Source: an optimization exercise on an open RTL-to-GDS flow (aim: small area). Production flows keep margins and buffers that such runs may drop.
In this exercise RTL edits were held to simulation tests only and were not proved equivalent to the original.
No driver is modelled on the clock port, so clocking that relies on it looks cheaper here than on a real chip.

Setup of rev 12:
==> flow/design.v (excerpt) <==
module cmd_decoder
(
	md2udi, reset_, clock_m2rx24, rcvd_datareg, m2rxirqb,rst_out,load,tst_state,bit35
);
Settings: LEC_CHECK=0, CAP_MARGIN=20, CORE_MARGIN=2, CORE_UTILIZATION=40, PLACE_DENSITY=0.6, SLEW_MARGIN=20; clock period 10.0 ns.
standard.sh (not shown) runs the stock make flow with config.mk's settings and CLKGATE_MAP_FILE= SYNTH_SCRIPT=/design/flow/synth_recipe.tcl, a recipe that flattens the netlist after the stock synthesis.
==> flow/flow/run.sh <==
#!/bin/bash
# Layout flow: the standard synthesis, then an area-oriented re-mapping of the
# combinational logic only (every register instance is kept as synthesised and
# the result is proven equal to the standard netlist), then the standard ORFS
# floorplan..finish with the smallest port buffers and a two-level clock tree
# built before CTS.
set -euo pipefail
HERE=$(pwd)
FD=$HERE/flow
R=$HERE/orfs/results/$FLOW_PLATFORM/cmd_decoder/base
LIB=$FLOW_HOME/platforms/$FLOW_PLATFORM/lib/sky130_fd_sc_hd__tt_025C_1v80.lib

# 1. standard synthesis
bash standard.sh synth > synth_std.log 2>&1
cp $R/1_2_yosys.v $HERE/netlist_std.v

# 2. re-map the combinational logic for area, several ABC seeds in parallel
python3 $FD/mkmodels.py $LIB $HERE/cell_models.v > mkmodels.log 2>&1
DU=$(sed -n '/DONT_USE_CELLS/,/^$/p' $FLOW_HOME/platforms/$FLOW_PLATFORM/config.mk | grep -o 'sky130_fd_sc_hd__[A-Za-z0-9_]*' | sed 's/^/-dont_use /' | tr '\n' ' ')
resyn() {
  local S=$1
  printf 'strash\n&get -n\n&deepsyn -T 30 -S %s\n&put\ndch\namap\ntopo\n' $S > $HERE/area_$S.abc
  cat > $HERE/resyn_$S.ys <<EOT
read_liberty -lib $LIB
read_verilog -overwrite $HERE/cell_models.v
read_verilog $HERE/netlist_std.v
hierarchy -top $FLOW_TOP
flatten
opt -purge
techmap
opt -fast -purge
abc -liberty $LIB $DU -script $HERE/area_$S.abc
opt_clean -purge
rename -hide w:*.*
hilomap -singleton -hicell sky130_fd_sc_hd__conb_1 HI -locell sky130_fd_sc_hd__conb_1 LO
setundef -zero
splitnets
opt_clean -purge
tee -o $HERE/resyn_$S.stat stat -liberty $LIB
write_verilog -noattr -noexpr -nohex -nodec $HERE/netlist_resyn_$S.v
EOT
  yosys -l resyn_$S.log -q $HERE/resyn_$S.ys > /dev/null 2>&1 || return 0
  # prove it equal to the standard netlist (registers paired by name)
  cat > $HERE/equiv_$S.ys <<EOT
read_verilog $HERE/cell_models.v $FD/ffmodels.v
read_verilog $HERE/netlist_std.v
rename $FLOW_TOP gold
read_verilog $HERE/netlist_resyn_$S.v
rename $FLOW_TOP gate
hierarchy -check
flatten gold gate
rename -hide gold/w:_* gate/w:_*
proc
async2sync
opt_clean
equiv_make gold gate equiv
hierarchy -top equiv
equiv_simple -seq 2
equiv_induct
equiv_status -assert
EOT
  if yosys -l equiv_$S.log -q $HERE/equiv_$S.ys > /dev/null 2>&1; then
    grep "Chip area" $HERE/resyn_$S.stat | awk -v s=$S '{print $NF, s}' > $HERE/resyn_$S.ok
  fi
}
for S in 0 1 2 3; do resyn $S & done
wait
cp $HERE/netlist_std.v $R/1_2_yosys.v
if ls $HERE/resyn_*.ok > /dev/null 2>&1; then
  best=$(cat $HERE/resyn_*.ok | sort -g | head -1 | awk '{print $2}')
  cat $HERE/resyn_*.ok > resyn_status.log
  echo "using seed $best" >> resyn_status.log
  cp $HERE/netlist_resyn_$best.v $R/1_2_yosys.v
else
  echo "no re-mapped netlist proven equal; standard netlist used" > resyn_status.log
fi
rm -f $R/1_synth.odb $R/1_synth.sdc
bash standard.sh synth > synth_odb.log 2>&1

# 3. layout
export CLK_PORT_NAME=clock_m2rx24
export CLK_LEAVES=3
export CLK_LEAF_CELL=sky130_fd_sc_hd__clkbuf_8
export CLK_ROOT_CELL=sky130_fd_sc_hd__clkbuf_2
export PRE_CTS_TCL=$FD/pre_cts.tcl
export BUFFER_PORTS_ARGS="-buffer_cell sky130_fd_sc_hd__buf_1"
bash standard.sh > layout.log 2>&1
==> flow/flow/pre_cts.tcl <==
# Clock distribution for a small design: the clock port drives one root
# buffer, which drives CLK_LEAVES leaf buffers, each feeding an equal share of
# the flip-flops (grouped by position). CTS then finds the net already buffered.
set leaf_cell $::env(CLK_LEAF_CELL)
set root_cell $::env(CLK_ROOT_CELL)
set k $::env(CLK_LEAVES)
set clk_net [get_nets $::env(CLK_PORT_NAME)]
set sinks {}
foreach p [get_pins -of_objects $clk_net] {
  set inst [[sta::sta_to_db_pin $p] getInst]
  set loc [$inst getLocation]
  lappend sinks [list [lindex $loc 0] [lindex $loc 1] $p]
}
set n [llength $sinks]
puts "pre_cts: $n clock sinks, $k leaf buffers ($leaf_cell), root $root_cell"
# split into k groups of consecutive x, then each group is one leaf
set sinks [lsort -integer -index 0 $sinks]
for {set i 0} {$i < $k} {incr i} {
  set grp {}
  foreach e [lrange $sinks [expr {$i * $n / $k}] [expr {($i + 1) * $n / $k - 1}]] {
    lappend grp [lindex $e 2]
  }
  insert_buffer -buffer_cell $leaf_cell -net [get_name $clk_net] -load_pins $grp
}
insert_buffer -buffer_cell $root_cell -net [get_name $clk_net]
Other scripts of this flow, unchanged in this note and not shown: flow/flow/ffmodels.v, flow/flow/mkmodels.py
Rev 12 reached the final stage; the timing, design-rule and antenna checks on its layout passed.
diff inputs: rev 12 => rev 13
diff --git a/flow/flow/pre_cts.tcl b/flow/flow/pre_cts.tcl
--- a/flow/flow/pre_cts.tcl
+++ b/flow/flow/pre_cts.tcl
@@ -6,3 +6,4 @@
 set k $::env(CLK_LEAVES)
-set clk_net [get_nets $::env(CLK_PORT_NAME)]
+set clk_port [get_ports $::env(CLK_PORT_NAME)]
+set clk_net [get_nets -of_objects $clk_port]
 set sinks {}
## What came out
Status(rev 13) = ERROR, stage = clock tree synthesis. On pre-CTS setup slack, rev 13 and rev 12 are basically level. Port buffer count: rev 13 vs rev 12 identical. For routability congestion estimate, rev 13 and rev 12 come out practically identical. From rev 12 to rev 13 the numbers moved as follows: number of top-level design ports saw little to no change; synthesized cell count saw little to no change. Re placed instance count: no difference whatsoever between rev 12 and rev 13. Comparing rev 13 against rev 12, there is no change at all in instance area after placement. Per the comparison of rev 13 with rev 12, initial core utilization roughly the same, cell row count roughly the same, average size of a mapped cell roughly the same, die width roughly the same.

==> separate check: timing with driven ports <==
Ports are ideal in the flow. The routed layout listed here was re-timed in OpenROAD. Step 1: set_driving_cell puts a clkbuf_16 on clock_m2rx24 and a buf_2 on each other input, an assumption about the parent block. Step 2 times the ports against the registers' clock, not the clock port: input delays grow and output delays shrink by t, the midpoint of the rising clock arrivals with the driver on. a / b / c = no drivers / after step 1 / after step 2; a / b = the first two.
run: rev 12
t (ns): 0.382
setup slack, ns: 5.218 / 5.206 / 5.588
worst slew at a driven data input, ns: 0.03
After both steps setup and hold are still met in rev 12. For rev 12, drivers alone change the setup slack by -0.012 ns; drivers and shift together by +0.370 ns.
